This is an optimization exercise on Yosys and OpenROAD, whose aim is small area and few clock cycles per item, not a production implementation. Function was checked by simulation only, so behaviour that the tests miss may differ from the original.

== job 2988 ==
## encrypt_v2
module encrypt_v2(  input wire [ 80 - 1 : 0 ]   k,
                    input wire [ 64 - 1 : 0 ]   m,
                   output wire [ 64 - 1 : 0 ]   c,
                    input wire                  clk,
                    input wire                  req,
                   output wire                  ack );
  localparam LR = 2;             
  localparam R  = 1 << LR;
  localparam PW = 5 - LR;        
  reg [ 63 : 0 ]     state;      
  reg [ 79 : 0 ]     key;        
  reg [ PW - 1 : 0 ] phase;      
  reg                done;
  reg                load_s;     
  reg                load_k0;    
  reg                load_k1;    
  wire [ 79 : 0 ] kc [ 0 : R ];
  wire [ 63 : 0 ] xs [ 1 : R ];
  wire [ 63 : 0 ] sp0;
  wire [ PW - 1 : 0 ] phase_n = phase + 1'b1;
  assign kc[ 0 ] = { load_k0 ? k[ 79 : 40 ] : key[ 79 : 40 ],
                     load_k1 ? k[ 39 :  0 ] : key[ 39 :  0 ] };
  sp_layer sp( .r( sp0 ), .x( state ) );
  assign xs[ 1 ] = ( load_s ? m : sp0 ) ^ kc[ 0 ][ 79 : 16 ];
  genvar j;
  generate
    for ( j = 1; j < R; j = j + 1 ) begin : stage
      wire [ 63 : 0 ] t;
      key_schedule ks( .r( kc[ j ] ), .x( kc[ j - 1 ] ), .i( { phase, j[ LR - 1 : 0 ] } ) );
      sp_layer sp( .r( t ), .x( xs[ j ] ) );
      assign xs[ j + 1 ] = t ^ kc[ j ][ 79 : 16 ];
    end
  endgenerate
  key_schedule ksl( .r( kc[ R ] ), .x( kc[ R - 1 ] ), .i( { phase_n, { LR { 1'b0 } } } ) );
  always @( posedge clk ) begin
    if ( !done )
      state <= xs[ R ];
    key  <= kc[ R ];
    load_s  <= !req;
    load_k0 <= !req | done;
    load_k1 <= !req | ( phase == { PW { 1'b1 } } );
    if ( !req ) begin
      phase <= 0;
      done  <= 1'b0;
    end else if ( !done ) begin
      phase <= phase_n;
      done  <= ( phase == { PW { 1'b1 } } );
    end
  end
  assign ack = done;
  assign c   = state;
endmodule
export LEC_CHECK = 0
export CAP_MARGIN = 20
export CORE_MARGIN = 2
export CORE_UTILIZATION = 60
export PLACE_DENSITY = 0.75
export SLEW_MARGIN = 20
create_clock -name core_clock -period 5.0 [get_ports {clk}]
standard.sh (not shown) runs the stock make flow with config.mk's settings and CLKGATE_MAP_FILE= SYNTH_SCRIPT=/design/flow/synth_recipe.tcl, a recipe that flattens the netlist after the stock synthesis.
==> flow/flow/run.sh <==
#!/bin/bash
# Layout flow: the standard synthesis, then the combinational logic between the
# registers is re-mapped by ABC for area (the registers, their names and cell types stay
# as the standard synthesis made them), then the standard layout with 1x port buffers.
set -euo pipefail
W=$(pwd)
F=$W/flow
YOSYS=yosys
if [[ -x $FLOW_HOME/../tools/install/yosys/bin/yosys ]]; then
  YOSYS=$FLOW_HOME/../tools/install/yosys/bin/yosys
fi
LIB=$FLOW_HOME/platforms/$FLOW_PLATFORM/lib/sky130_fd_sc_hd__tt_025C_1v80.lib
R=$W/orfs/results/$FLOW_PLATFORM/encrypt_v2/base
EXTRA="GPL_KEEP_OVERFLOW=0"

bash standard.sh synth > $W/synth.log 2>&1
cp $R/1_2_yosys.v $W/standard_synth.v

# flip-flop cell types in the standard netlist stay black boxes
FFS=$(grep -oE 'sky130_fd_sc_hd__(dfxtp|edfxtp|dfrtp|dfstp|dfbbp|sdfxtp|dlxtp|conb)[a-z0-9_]*' $W/standard_synth.v | sort -u | tr '\n' ' ')
printf 'set_driving_cell sky130_fd_sc_hd__buf_1\nset_load 5\n' > $W/abc.constr

# resyn IN OUT SCRIPT: one ABC pass over the combinational logic of netlist IN
resyn() {
  local in=$1 out=$2 script=$3
  cat > $out.ys <<EOT
read_liberty -ignore_miss_func $LIB
setattr -mod -set keep_hierarchy 1 $FFS
read_verilog $in
hierarchy -top $FLOW_TOP
flatten
opt_clean
abc -script $F/$script.abc -liberty $LIB -D 4000 -constr $W/abc.constr -dont_use sky130_fd_sc_hd__probe_p_8 -dont_use sky130_fd_sc_hd__probec_p_8 -dont_use sky130_fd_sc_hd__lpflow_*
opt_clean -purge
hierarchy -top $FLOW_TOP
tee -o $out.area stat -liberty $LIB
write_verilog -noattr -noexpr -nohex -nodec -selected $out.all
EOT
  $YOSYS -s $out.ys > $out.log 2>&1
  awk -v top="$FLOW_TOP" '$1=="module" && $2 ~ "^"top"\\(" {p=1} p{print} p && /^endmodule/{p=0}' $out.all > $out
  grep -q "^module $FLOW_TOP(" $out
}
area() { grep "Chip area for top module" $1.area | awk '{print $NF}'; }

# pick the smallest of several ABC scripts, twice
best=$W/standard_synth.v
for round in 1 2 3; do
  if [[ $round == 1 ]]; then scripts="b1 d2 c2 a2"; else scripts="d2 e4 g3 g4"; fi
  for s in $scripts; do resyn $best $W/resyn_${round}_$s.v $s & done
  wait
  cand=$best; carea=1e12
  [[ $round != 1 ]] && carea=$(area $best)
  for s in $scripts; do
    a=$(area $W/resyn_${round}_$s.v)
    echo "round $round script $s area $a" >> $W/resyn_choice.log
    if awk -v a=$a -v b=$carea 'BEGIN{exit !(a<b)}'; then cand=$W/resyn_${round}_$s.v; carea=$a; fi
  done
  best=$cand
  echo "round $round best $best $carea" >> $W/resyn_choice.log
done
cp $best $W/resyn.v
cp $W/resyn.v $R/1_2_yosys.v

bash standard.sh finish "BUFFER_PORTS_ARGS=-buffer_cell sky130_fd_sc_hd__buf_1" $EXTRA > $W/layout.log 2>&1
==> flow/flow/g3.abc <==
strash
&get -n
&st
&synch2
&nf -R 1000
&put
strash
dch -f
amap
topo
stime -c
buffer -c
upsize -c
dnsize -c
==> flow/flow/g4.abc <==
strash
&get -n
&st
&if -K 6
&mfs
&st
&dch
&nf -R 1000
&put
strash
dch -f
amap
topo
stime -c
buffer -c
upsize -c
dnsize -c
Other scripts of this flow, unchanged in this note and not shown: flow/flow/a2.abc, flow/flow/b1.abc, flow/flow/c2.abc, flow/flow/d2.abc, flow/flow/e1.abc, flow/flow/e4.abc
Although job 2988 finished all stages, its layout failed final checks on setup timing.
Testbench counts of job 2988, summed over its fixed seeds: cycles 4,600, items 512.
Modified inputs, job 8214 compared to job 2988
# job 2988
export LEC_CHECK = 0
export CAP_MARGIN = 20
export CORE_MARGIN = 2
export CORE_UTILIZATION = 60
export PLACE_DENSITY = 0.75
export SLEW_MARGIN = 20
create_clock -name core_clock -period 5.0 [get_ports {clk}]
# job 8214
export LEC_CHECK = 0
export CAP_MARGIN = 20
export CORE_MARGIN = 2
export CORE_UTILIZATION = 70
export PLACE_DENSITY = 0.85
export SLEW_MARGIN = 20
create_clock -name core_clock -period 5.0 [get_ports {clk}]
diff --git a/flow/flow/run.sh b/flow/flow/run.sh
--- a/flow/flow/run.sh
+++ b/flow/flow/run.sh
@@ -45,10 +45,10 @@
 # pick the smallest of several ABC scripts, twice
 best=$W/standard_synth.v
-for round in 1 2 3; do
-  if [[ $round == 1 ]]; then scripts="b1 d2 c2 a2"; else scripts="d2 e4 g3 g4"; fi
+for round in 1 2; do
+  if [[ $round == 1 ]]; then scripts="b1 d2 c2 a2"; else scripts="d2 e1 e4"; fi
   for s in $scripts; do resyn $best $W/resyn_${round}_$s.v $s & done
   wait
   cand=$best; carea=1e12
-  [[ $round != 1 ]] && carea=$(area $best)
+  [[ $round == 2 ]] && carea=$(area $best)
   for s in $scripts; do
     a=$(area $W/resyn_${round}_$s.v)
removed: flow/flow/g3.abc
removed: flow/flow/g4.abc
Findings:
Job 8214: all stages done; final checks FAILED (setup timing).
Comparing the two runs side by side, job 8214 comes out ahead of job 2988 on die area.
Compared with job 2988, job 8214 shows synthesized cell count higher by 23.
Worst hold slack: job 8214 vs job 2988 — no meaningful difference
Job 8214: non-clock buffer contribution to total cell area 0.15 points above job 2988
[job 8214 vs job 2988] final period utilization: higher in job 8214
Per the comparison of job 8214 with job 2988, first-iteration DRC count went up by about 23%; final cell count lower; placeable core region moved down.
The insertion delay of the later-clocked pin in the worst-skew pair on job 8214 is in line with that on job 2988.
Setup changes, job 8214 to job 449
# job 8214
export LEC_CHECK = 0
export CAP_MARGIN = 20
export CORE_MARGIN = 2
export CORE_UTILIZATION = 70
export PLACE_DENSITY = 0.85
export SLEW_MARGIN = 20
create_clock -name core_clock -period 5.0 [get_ports {clk}]
# job 449
export LEC_CHECK = 0
export CAP_MARGIN = 20
export CORE_MARGIN = 2
export CORE_UTILIZATION = 60
export CTS_CLUSTER_SIZE = 30
export PLACE_DENSITY = 0.75
export SLEW_MARGIN = 20
create_clock -name core_clock -period 5.0 [get_ports {clk}]
## What came out
- Job 449: no failed stages, no open violations at the end
- Final critical path time including I/O delays and setup: job 449 vs job 8214 down 0.24 ns
- When job 449 is measured against job 8214, its last weighted congestion value of the routability-driven placer turns out 0.082 lower.
- Density: job 449 sparser than job 8214
- Re post-synthesis to final-layout area growth: job 449 is 0.99 points up on job 8214.
- Compared with job 8214, in job 449 worst hold slack saw little to no change, height of the die rose by about 8%.
- Looking at overall fraction of global-route tracks in use across job 449 and job 8214, the one that comes out lower is job 449.
Inputs modified between job 449 and job 9876:
# job 449
export LEC_CHECK = 0
export CAP_MARGIN = 20
export CORE_MARGIN = 2
export CORE_UTILIZATION = 60
export CTS_CLUSTER_SIZE = 30
export PLACE_DENSITY = 0.75
export SLEW_MARGIN = 20
create_clock -name core_clock -period 5.0 [get_ports {clk}]
# job 9876
export LEC_CHECK = 0
export CAP_MARGIN = 20
export CORE_MARGIN = 2
export CORE_UTILIZATION = 60
export CTS_BUF_LIST = sky130_fd_sc_hd__clkbuf_8
export PLACE_DENSITY = 0.75
export SETUP_SLACK_MARGIN = 0.03
export SLEW_MARGIN = 20
create_clock -name core_clock -period 5.0 [get_ports {clk}]
diff --git a/flow/flow/run.sh b/flow/flow/run.sh
--- a/flow/flow/run.sh
+++ b/flow/flow/run.sh
@@ -46,5 +46,5 @@
 best=$W/standard_synth.v
 for round in 1 2; do
-  if [[ $round == 1 ]]; then scripts="b1 d2 c2 a2"; else scripts="d2 e1 e4"; fi
+  if [[ $round == 1 ]]; then scripts="b1 d2 c2 a2"; else scripts="d2n e1n e4n"; fi
   for s in $scripts; do resyn $best $W/resyn_${round}_$s.v $s & done
   wait
==> flow/flow/d2n.abc (new file) <==
strash
&get -n
&st
&dch
&nf -R 1000
&put
strash
dch -f
amap
topo
stime -c
topo
==> flow/flow/e1n.abc (new file) <==
strash
dch -f
amap
strash
dch -f
amap
topo
stime -c
topo
==> flow/flow/e4n.abc (new file) <==
strash
&get -n
&st
&dch
&nf -R 1000
&put
strash
dch -f
amap -m
topo
stime -c
topo
[summary]
- No crash in job 9876: every stage finished, but the layout fails its final checks due to setup timing.
- In the flow results for job 449 and job 9876, the number of failing setup endpoints in the final timing report is smaller on job 449.
- Going from job 449 to job 9876, post-CTS repair timing setup buffer count grows by 14.
- Compared with job 449, in job 9876 area after synthesis moved down; final non-filler cell area higher; post-route fraction of the period consumed by the critical path increased by 3.7 points relative to the old numbers; relative slew slack lower.
Modified inputs, job 3810 compared to job 9876
# job 9876
export LEC_CHECK = 0
export CAP_MARGIN = 20
export CORE_MARGIN = 2
export CORE_UTILIZATION = 60
export CTS_BUF_LIST = sky130_fd_sc_hd__clkbuf_8
export PLACE_DENSITY = 0.75
export SETUP_SLACK_MARGIN = 0.03
export SLEW_MARGIN = 20
create_clock -name core_clock -period 5.0 [get_ports {clk}]
# job 3810
export LEC_CHECK = 0
export CAP_MARGIN = 20
export CORE_MARGIN = 2
export CORE_UTILIZATION = 40
export PLACE_DENSITY = 0.6
export SLEW_MARGIN = 20
create_clock -name core_clock -period 5.0 [get_ports {clk}]
diff --git a/flow/flow/run.sh b/flow/flow/run.sh
--- a/flow/flow/run.sh
+++ b/flow/flow/run.sh
@@ -46,5 +46,5 @@
 best=$W/standard_synth.v
 for round in 1 2; do
-  if [[ $round == 1 ]]; then scripts="b1 d2 c2 a2"; else scripts="d2n e1n e4n"; fi
+  if [[ $round == 1 ]]; then scripts="b1 d2 c2 a2"; else scripts="d2 e1 e4"; fi
   for s in $scripts; do resyn $best $W/resyn_${round}_$s.v $s & done
   wait
removed: flow/flow/d2n.abc
removed: flow/flow/e1n.abc
removed: flow/flow/e4n.abc
==> results.txt <==
- Job 3810 finished every step from synthesis to the final layout, and the layout passed the timing, DRC and antenna checks.
- Changes observed in job 3810 relative to job 9876: upper clock frequency limit grew by 4.4%; post-route standard cell area excluding fillers grew by 0.54%; multi-input gate share of the layout cell area shrank by 1.2 points; synthesis-to-finish area growth shrank by 5.2 points.
- Comparing job 9876 and job 3810, number of instances resized during post-cts repair is higher on job 9876.
### job 3810 -> job 3191
# job 3810
export LEC_CHECK = 0
export CAP_MARGIN = 20
export CORE_MARGIN = 2
export CORE_UTILIZATION = 40
export PLACE_DENSITY = 0.6
export SLEW_MARGIN = 20
create_clock -name core_clock -period 5.0 [get_ports {clk}]
# job 3191
export LEC_CHECK = 0
export CAP_MARGIN = 20
export CORE_MARGIN = 2
export CORE_UTILIZATION = 60
export PLACE_DENSITY = 0.75
export SLEW_MARGIN = 20
create_clock -name core_clock -period 5.0 [get_ports {clk}]
--- outcome ---
Diff job 3810 -> job 3191: final non-filler cell area shrank by about 2.7%, number of post-CTS setup repair buffers shrank by 8, peak per-stage delay on the critical path grew by 0.11 ns, register-to-register slack shrank by 0.03 ns, portion of the clock cycle consumed by the worst path in the final layout grew by 0.58 points.
Tapcell count, job 3191 vs job 3810: down by more than a quarter
Against job 3810, met2 wirelength from detailed routing in job 3191 fell by more than 10%.

-- re-timing with driven ports --
How much do the figures lean on ideal ports? The routed layouts below were timed once more, with nothing changed but the port constraints.
Step 1 assumes that a clkbuf_16 drives the clock port and a buf_2 every other input.
Step 2 adds t to the input delays and takes it off the output delays; t is the mean of the earliest and latest rising clock arrival at the registers after step 1. Input paths then give back, and output paths get back, about the clock's delay inside the block.
Three values: ideal, step 1, step 2; two values: the first two.
run	t, ns	slack for setup (ns)	worst register clock-pin slew, ns	worst slew at a driven data input, ns
job 2988	0.500	-0.040 / -0.040 / -0.105	0.08 / 0.08	0.05
job 8214	0.502	-0.069 / -0.069 / -0.212	0.08 / 0.08	0.06
job 449	0.492	0.169 / 0.169 / -0.086	0.08 / 0.08	0.05
job 9876	0.539	-0.016 / -0.016 / -0.274	0.11 / 0.11	0.04
job 3810	0.510	0.198 / 0.198 / -0.033	0.08 / 0.08	0.05
job 3191	0.492	0.169 / 0.169 / -0.086	0.08 / 0.08	0.05
Met with ideal ports but missed after step 2: setup timing in job 449, job 3810 and job 3191. For job 9876, which loses most, drivers alone change the setup slack by 0.000 ns; drivers and shift together by -0.258 ns.
